Context: an optimization exercise on an open-source flow, tuned for small area, a short achievable clock period and few clock cycles per item. The choices shown serve that exercise and are no tape-out recipe.
Only simulation tests tie the RTL to the original design; equivalence was not proved.

## the reference run
## hash
module hash (
    input  logic         clk,
    input  logic         rst_n,
    input  logic         rx_valid,
    input  logic [7:0]   rx_data,
    output logic         hash_done,
    output logic [255:0] fin_hash
);
  localparam logic [31:0] IV0 = 32'h6a09e667, IV1 = 32'hbb67ae85,
                          IV2 = 32'h3c6ef372, IV3 = 32'ha54ff53a,
                          IV4 = 32'h510e527f, IV5 = 32'h9b05688c,
                          IV6 = 32'h1f83d9ab, IV7 = 32'h5be0cd19;
  logic       recv;       
  logic       gen;        
  logic [5:0] cnt;        
  logic [5:0] w;          
  logic       wf;         
  logic       done;
  logic       fresh;      
  logic in_byte, in_term, wr, term, put, newword, shift, start, last;
  assign in_byte = rx_valid && (rx_data != 8'h0d);
  assign in_term = rx_valid && (rx_data == 8'h0d);
  assign wr      = in_byte && !gen;           
  assign term    = in_term && recv;           
  assign start   = in_byte && !recv && !gen;  
  assign put     = wr || term;                
  assign newword = (cnt[1:0] == 2'd0);
  assign last    = (w == 6'd63);
  logic r63, r62;                             
  assign r63     = wf && last;
  assign r62     = wf && (w == 6'd62);
  assign shift   = (put && newword) || (gen && !last);
  always_ff @(posedge clk or negedge rst_n)
    if (!rst_n) begin
      recv <= 1'b0;
      gen  <= 1'b0;
      cnt  <= '0;
      w    <= '0;
      wf   <= 1'b0;
      done <= 1'b0;
      fresh <= 1'b1;
    end else begin
      fresh <= 1'b0;
      done <= wf && last;
      wf   <= 1'b0;
      if (gen) begin
        if (!last) begin
          w  <= w + 6'd1;
          wf <= 1'b1;
        end else begin
          gen <= 1'b0;
          cnt <= '0;
        end
      end else if (term) begin
        recv <= 1'b0;
        gen  <= 1'b1;
        w    <= cnt[5:2];
        wf   <= 1'b1;
      end else if (wr) begin
        recv <= 1'b1;
        cnt  <= cnt + 6'd1;
        w    <= cnt[5:2];
        wf   <= (cnt[1:0] == 2'd3);
      end
  ...
Size in the first run: roughly 4,500 cells after synthesis, ~820 flip-flops, ~49,000 sq um of cells after synthesis.
export LEC_CHECK = 0
export CAP_MARGIN = 20
export CORE_MARGIN = 2
export CORE_UTILIZATION = 55
export CTS_BUF_LIST = sky130_fd_sc_hd__clkbuf_8
export SLEW_MARGIN = 20
create_clock -name core_clock -period 11.0 [get_ports {clk}]
standard.sh (not shown) runs the stock make flow with config.mk's settings and CLKGATE_MAP_FILE= SYNTH_SCRIPT=/design/flow/synth_recipe.tcl, a recipe that flattens the netlist after the stock synthesis.
==> flow/flow/run.sh <==
#!/bin/bash
# Standard ORFS layout, with setup repair aimed below the clock period and
# small port buffers.
set -euo pipefail
bash standard.sh SETUP_SLACK_MARGIN=6.5 'BUFFER_PORTS_ARGS=-buffer_cell sky130_fd_sc_hd__buf_1' finish > orfs_flow.log 2>&1
The reference run reached the end of the flow, and the finished layout is clean on the timing, design-rule and antenna checks.
Testbench counts of the reference run, summed over its fixed seeds: cycles 16,640, items 192.
Input-level comparison between the trial run and the reference run:
--- a/flow/design.v
+++ b/flow/design.v
@@ -24,15 +24,12 @@
   assign wr      = in_byte && !gen;           
   assign term    = in_term && recv;           
   assign start   = in_byte && !recv && !gen;  
   assign put     = wr || term;                
   assign newword = (cnt[1:0] == 2'd0);
   assign last    = (w == 6'd63);
-  logic r63, r62;                             
-  assign r63     = wf && last;
-  assign r62     = wf && (w == 6'd62);
   assign shift   = (put && newword) || (gen && !last);
   always_ff @(posedge clk or negedge rst_n)
     if (!rst_n) begin
       recv <= 1'b0;
       gen  <= 1'b0;
       cnt  <= '0;
@@ -110,24 +107,19 @@
   assign en = e3s + e3c;
   always_ff @(posedge clk) begin
     if (done || fresh) begin
       a <= IV0; b <= IV1; c <= IV2; d <= IV3;
       e <= IV4; f <= IV5; g <= IV6; h <= IV7;
     end else if (wf) begin
-      a <= an;
-      b <= a + (r63 ? IV1 : 32'd0);
-      c <= b + (r63 ? IV2 : 32'd0);
-      d <= c + (r63 ? IV3 : r62 ? IV4 - IV0 : 32'd0);
-      e <= en;
-      f <= e + (r63 ? IV5 : 32'd0);
-      g <= f + (r63 ? IV6 : 32'd0);
-      h <= g + (r63 ? IV7 : 32'd0);
+      a <= an; b <= a; c <= b; d <= c;
+      e <= en; f <= e; g <= f; h <= g;
     end
   end
   assign hash_done = done;
-  assign fin_hash  = {a, b, c, d, e, f, g, h};
+  assign fin_hash  = {a, b + IV1, c + IV2, d + IV3,
+                      e + (IV4 - IV0), f + IV5, g + IV6, h + IV7};
   function automatic logic [63:0] csa(input logic [31:0] x, y, z);
     csa = {((x & y) | (x & z) | (y & z)) << 1, x ^ y ^ z};
   endfunction
   function automatic logic [31:0] rotr(input logic [31:0] x, input int n);
     rotr = (x >> n) | (x << (32 - n));
   endfunction
==> notes.md <==
Every stage of the flow completed for the trial run, and the final layout passed the timing, design-rule and antenna checks. Summary: post-synthesis cell area, the trial run better than the reference run. Re cell count along the critical path: the trial run is 9 down on the reference run. Kind of critical path = flop to output port: the trial run; kind of critical path = flop to flop: the reference run. Compared with the reference run, the trial run shows a higher share of the core filled with cells. Comparing the reference run and the trial run, length of routed met2 wiring is lower on the trial run. Per the comparison of the trial run with the reference run, wire length on met1 shows an increase of 280 um, final setup slack of the worst path shows a reduction of 0.77 ns, overall routed net length shows a reduction of 890 um, relative max-transition margin shows an increase of 2.5 points.
Testbench counts of the trial run, summed over its fixed seeds: cycles 16,640, items 192.

* * *

The RTL this note starts from:
==> flow/design.v <==
`timescale 1ns / 1ps
module hash (
    input  logic         clk,
    input  logic         rst_n,
    input  logic         rx_valid,
    input  logic [7:0]   rx_data,
    output logic         hash_done,
    output logic [255:0] fin_hash
);
  localparam logic [31:0] IV0 = 32'h6a09e667, IV1 = 32'hbb67ae85,
                          IV2 = 32'h3c6ef372, IV3 = 32'ha54ff53a,
                          IV4 = 32'h510e527f, IV5 = 32'h9b05688c,
                          IV6 = 32'h1f83d9ab, IV7 = 32'h5be0cd19;
  logic       in_byte, in_term;    
  logic [7:0] in_data;
  always_ff @(posedge clk or negedge rst_n)
    if (!rst_n) begin
      in_byte <= 1'b0;
      in_term <= 1'b0;
    end else begin
      in_byte <= rx_valid && (rx_data != 8'h0d);
      in_term <= rx_valid && (rx_data == 8'h0d);
    end
  always_ff @(posedge clk) in_data <= rx_data;
  logic       recv;       
  logic       gen;        
  logic [5:0] cnt;        
  logic [5:0] w;          
  logic       wf;         
  logic       qv, ql;     
  logic       done;
  logic wr, term, put, newword, shift, start;
  assign wr      = in_byte && !gen;           
  assign term    = in_term && recv;           
  assign start   = in_byte && !recv && !gen;  
  assign put     = wr || term;                
  assign newword = (cnt[1:0] == 2'd0);
  assign shift   = (put && newword) || (gen && (w != 6'd63));
  always_ff @(posedge clk or negedge rst_n)
    if (!rst_n) begin
      recv <= 1'b0;
      gen  <= 1'b0;
      cnt  <= '0;
      w    <= '0;
      wf   <= 1'b0;
      qv   <= 1'b0;
      ql   <= 1'b0;
      done <= 1'b0;
    end else begin
      qv   <= wf;
      ql   <= wf && (w == 6'd63);
      done <= qv && ql;
      wf   <= 1'b0;
      if (gen) begin
        if (w != 6'd63) begin
          w  <= w + 6'd1;
          wf <= 1'b1;
        end else begin
          gen <= 1'b0;
          cnt <= '0;
        end
      end else if (term) begin
        recv <= 1'b0;
        gen  <= 1'b1;
        w    <= cnt[5:2];
        wf   <= 1'b1;
      end else if (wr) begin
        recv <= 1'b1;
        cnt  <= cnt + 6'd1;
        w    <= cnt[5:2];
        wf   <= (cnt[1:0] == 2'd3);
      end
    end
  logic [31:0] W [0:15];
  logic [31:0] sched, genword;
  logic [7:0]  pbyte;
  assign sched   = ssig1(W[14]) + W[9] + ssig0(W[1]) + W[0];
  assign genword = (w[5:4] != 2'b00 || w[3:0] == 4'd15) ? sched :
                   (w[3:0] == 4'd14) ? {23'd0, cnt, 3'd0} : 32'd0;
  assign pbyte   = term ? 8'h80 : in_data;
  always_ff @(posedge clk) begin
    if (shift)
      for (int i = 0; i < 15; i++) W[i] <= W[i+1];
    if (gen) begin
      if (w != 6'd63) W[15] <= genword;
    end else if (put) begin
      for (int j = 0; j < 4; j++) begin
        if (cnt[1:0] == 2'(j))
          W[15][31-8*j -: 8] <= pbyte;
        else if (newword)
          W[15][31-8*j -: 8] <= 8'd0;
      end
    end
  end
  logic [31:0] q;
  always_ff @(posedge clk) q <= ROM(w) + W[15];
  logic [31:0] a, b, c, d, e, f, g, h;
  logic [31:0] t1, an, en;
  assign t1 = h + q + bsig1(e) + ch(e, f, g);
  assign an = t1 + bsig0(a) + maj(a, b, c);
  assign en = d + t1;
  always_ff @(posedge clk) begin
    if (start) begin
      a <= IV0; b <= IV1; c <= IV2; d <= IV3;
      e <= IV4; f <= IV5; g <= IV6; h <= IV7;
    end else if (qv) begin
      a <= an; b <= a; c <= b; d <= c;
      e <= en; f <= e; g <= f; h <= g;
    end
  end
  assign hash_done = done;
  assign fin_hash  = {a + IV0, b + IV1, c + IV2, d + IV3,
                      e + IV4, f + IV5, g + IV6, h + IV7};
  function automatic logic [31:0] rotr(input logic [31:0] x, input int n);
    rotr = (x >> n) | (x << (32 - n));
  endfunction
  function automatic logic [31:0] bsig0(input logic [31:0] x);
    bsig0 = rotr(x, 2) ^ rotr(x, 13) ^ rotr(x, 22);
  endfunction
  function automatic logic [31:0] bsig1(input logic [31:0] x);
    bsig1 = rotr(x, 6) ^ rotr(x, 11) ^ rotr(x, 25);
  endfunction
  function automatic logic [31:0] ssig0(input logic [31:0] x);
    ssig0 = rotr(x, 7) ^ rotr(x, 18) ^ (x >> 3);
  endfunction
  function automatic logic [31:0] ssig1(input logic [31:0] x);
    ssig1 = rotr(x, 17) ^ rotr(x, 19) ^ (x >> 10);
  endfunction
  function automatic logic [31:0] ch(input logic [31:0] x, y, z);
    ch = (x & y) ^ (~x & z);
  endfunction
  function automatic logic [31:0] maj(input logic [31:0] x, y, z);
    maj = (x & y) ^ (x & z) ^ (y & z);
  endfunction
  function automatic logic [31:0] ROM(input logic [5:0] idx);
    case (idx)
      6'd0: ROM = 32'h428a2f98;
      6'd1: ROM = 32'h71374491;
      6'd2: ROM = 32'hb5c0fbcf;
      6'd3: ROM = 32'he9b5dba5;
      6'd4: ROM = 32'h3956c25b;
      6'd5: ROM = 32'h59f111f1;
      6'd6: ROM = 32'h923f82a4;
      6'd7: ROM = 32'hab1c5ed5;
      6'd8: ROM = 32'hd807aa98;
      6'd9: ROM = 32'h12835b01;
      6'd10: ROM = 32'h243185be;
      6'd11: ROM = 32'h550c7dc3;
      6'd12: ROM = 32'h72be5d74;
      6'd13: ROM = 32'h80deb1fe;
      6'd14: ROM = 32'h9bdc06a7;
      6'd15: ROM = 32'hc19bf174;
      6'd16: ROM = 32'he49b69c1;
      6'd17: ROM = 32'hefbe4786;
      6'd18: ROM = 32'h0fc19dc6;
      6'd19: ROM = 32'h240ca1cc;
      6'd20: ROM = 32'h2de92c6f;
      6'd21: ROM = 32'h4a7484aa;
      6'd22: ROM = 32'h5cb0a9dc;
      6'd23: ROM = 32'h76f988da;
      6'd24: ROM = 32'h983e5152;
      6'd25: ROM = 32'ha831c66d;
      6'd26: ROM = 32'hb00327c8;
      6'd27: ROM = 32'hbf597fc7;
      6'd28: ROM = 32'hc6e00bf3;
      6'd29: ROM = 32'hd5a79147;
      6'd30: ROM = 32'h06ca6351;
      6'd31: ROM = 32'h14292967;
      6'd32: ROM = 32'h27b70a85;
      6'd33: ROM = 32'h2e1b2138;
      6'd34: ROM = 32'h4d2c6dfc;
      6'd35: ROM = 32'h53380d13;
      6'd36: ROM = 32'h650a7354;
      6'd37: ROM = 32'h766a0abb;
      6'd38: ROM = 32'h81c2c92e;
      6'd39: ROM = 32'h92722c85;
      6'd40: ROM = 32'ha2bfe8a1;
      6'd41: ROM = 32'ha81a664b;
      6'd42: ROM = 32'hc24b8b70;
      6'd43: ROM = 32'hc76c51a3;
      6'd44: ROM = 32'hd192e819;
      6'd45: ROM = 32'hd6990624;
      6'd46: ROM = 32'hf40e3585;
      6'd47: ROM = 32'h106aa070;
      6'd48: ROM = 32'h19a4c116;
      6'd49: ROM = 32'h1e376c08;
      6'd50: ROM = 32'h2748774c;
      6'd51: ROM = 32'h34b0bcb5;
      6'd52: ROM = 32'h391c0cb3;
      6'd53: ROM = 32'h4ed8aa4a;
      6'd54: ROM = 32'h5b9cca4f;
      6'd55: ROM = 32'h682e6ff3;
      6'd56: ROM = 32'h748f82ee;
      6'd57: ROM = 32'h78a5636f;
      6'd58: ROM = 32'h84c87814;
      6'd59: ROM = 32'h8cc70208;
      6'd60: ROM = 32'h90befffa;
      6'd61: ROM = 32'ha4506ceb;
      6'd62: ROM = 32'hbef9a3f7;
      6'd63: ROM = 32'hc67178f2;
      default: ROM = 32'h0;
    endcase
  endfunction
endmodule
make LEC_CHECK=0 CAP_MARGIN=20 CORE_MARGIN=2 CORE_UTILIZATION=40 SLEW_MARGIN=20 finish   # period 11.0 ns
run.sh (not shown) runs the stock make flow with config.mk's settings and CLKGATE_MAP_FILE= SYNTH_SCRIPT=/design/flow/synth_recipe.tcl, a recipe that flattens the netlist after the stock synthesis.
Stock flow here: none of the scripts above is used.
Testbench counts at the start, summed over its fixed seeds: cycles 17,024, items 192.
==> next run, changes <==
--- a/flow/design.v
+++ b/flow/design.v
@@ -71,13 +71,16 @@
         wf   <= (cnt[1:0] == 2'd3);
       end
     end
   logic [31:0] W [0:15];
   logic [31:0] sched, genword;
   logic [7:0]  pbyte;
-  assign sched   = ssig1(W[14]) + W[9] + ssig0(W[1]) + W[0];
+  logic [31:0] w1s, w1c, w2s, w2c;
+  assign {w1c, w1s} = csa(W[9], W[0], ssig0(W[1]));
+  assign {w2c, w2s} = csa(w1s, w1c, ssig1(W[14]));
+  assign sched   = w2s + w2c;
   assign genword = (w[5:4] != 2'b00 || w[3:0] == 4'd15) ? sched :
                    (w[3:0] == 4'd14) ? {23'd0, cnt, 3'd0} : 32'd0;
   assign pbyte   = term ? 8'h80 : in_data;
   always_ff @(posedge clk) begin
     if (shift)
       for (int i = 0; i < 15; i++) W[i] <= W[i+1];
@@ -92,28 +95,43 @@
       end
     end
   end
   logic [31:0] q;
   always_ff @(posedge clk) q <= ROM(w) + W[15];
   logic [31:0] a, b, c, d, e, f, g, h;
-  logic [31:0] t1, an, en;
-  assign t1 = h + q + bsig1(e) + ch(e, f, g);
-  assign an = t1 + bsig0(a) + maj(a, b, c);
-  assign en = d + t1;
+  logic [31:0] s1, chv, s0, mj, an, en;
+  logic [31:0] a1s, a1c, b1s, b1c, a2s, a2c, a3s, a3c;
+  logic [31:0] e1s, e1c, e2s, e2c, e3s, e3c;
+  assign s1  = bsig1(e);
+  assign chv = ch(e, f, g);
+  assign s0  = bsig0(a);
+  assign mj  = maj(a, b, c);
+  assign {a1c, a1s} = csa(h, q, mj);
+  assign {b1c, b1s} = csa(s1, chv, s0);
+  assign {a2c, a2s} = csa(a1s, a1c, b1s);
+  assign {a3c, a3s} = csa(a2s, a2c, b1c);
+  assign an = a3s + a3c;
+  assign {e1c, e1s} = csa(d, h, q);
+  assign {e2c, e2s} = csa(e1s, e1c, s1);
+  assign {e3c, e3s} = csa(e2s, e2c, chv);
+  assign en = e3s + e3c;
   always_ff @(posedge clk) begin
     if (start) begin
       a <= IV0; b <= IV1; c <= IV2; d <= IV3;
       e <= IV4; f <= IV5; g <= IV6; h <= IV7;
     end else if (qv) begin
       a <= an; b <= a; c <= b; d <= c;
       e <= en; f <= e; g <= f; h <= g;
     end
   end
   assign hash_done = done;
   assign fin_hash  = {a + IV0, b + IV1, c + IV2, d + IV3,
                       e + IV4, f + IV5, g + IV6, h + IV7};
+  function automatic logic [63:0] csa(input logic [31:0] x, y, z);
+    csa = {((x & y) | (x & z) | (y & z)) << 1, x ^ y ^ z};
+  endfunction
   function automatic logic [31:0] rotr(input logic [31:0] x, input int n);
     rotr = (x >> n) | (x << (32 - n));
   endfunction
   function automatic logic [31:0] bsig0(input logic [31:0] x);
     bsig0 = rotr(x, 2) ^ rotr(x, 13) ^ rotr(x, 22);
   endfunction
Outcome: Clock-buffer cell count went down by 11. Hold slack improved by 0.014 ns. Routed wire length went up by a few percent. Worst setup slack gains 1.4 ns. Sequential share of layout area drops by 1.1 points. Critical path depth fell by 18.
Testbench counts after the change, summed over its fixed seeds: cycles 17,024, items 192.

[re-timing with driven ports]
Ports are ideal in the flow. The routed layouts listed here were re-timed in OpenROAD.
Step 1 sets driving cells, clkbuf_16 on the clock port and buf_2 on the other inputs (assumed; they add their load-dependent delay and slew).
Step 2, shift: input delay + t, output delay - t, t = (earliest + latest rising clock arrival at the registers) / 2. This alone moves slack from input paths to output paths.
Three values: ideal, step 1, step 2; two values: the first two.
| run | t (ns) | setup WS [ns] | hold WS [ns] | worst register clock-pin slew, ns | pins driven straight from the clock port |
|---|---|---|---|---|---|
| the reference run | 0.901 | 5.878 / 5.878 / 5.790 | 0.407 / 0.407 / 0.407 | 0.07 / 0.07 | 1 |
| the trial run | 0.885 | 5.104 / 5.031 / 5.607 | 0.408 / 0.408 / 0.408 | 0.07 / 0.07 | 1 |
| the first run of note 2 | 0.730 | 2.781 / 2.781 / 2.781 | 0.369 / 0.369 / 0.369 | 0.07 / 0.07 | 1 |
| the second run of note 2 | 0.738 | 4.158 / 4.086 / 4.818 | 0.383 / 0.383 / 0.383 | 0.07 / 0.07 | 1 |
After both steps every run listed still meets setup and hold. For the reference run, which loses most, drivers alone change the setup slack by 0.000 ns; drivers and shift together by -0.088 ns.
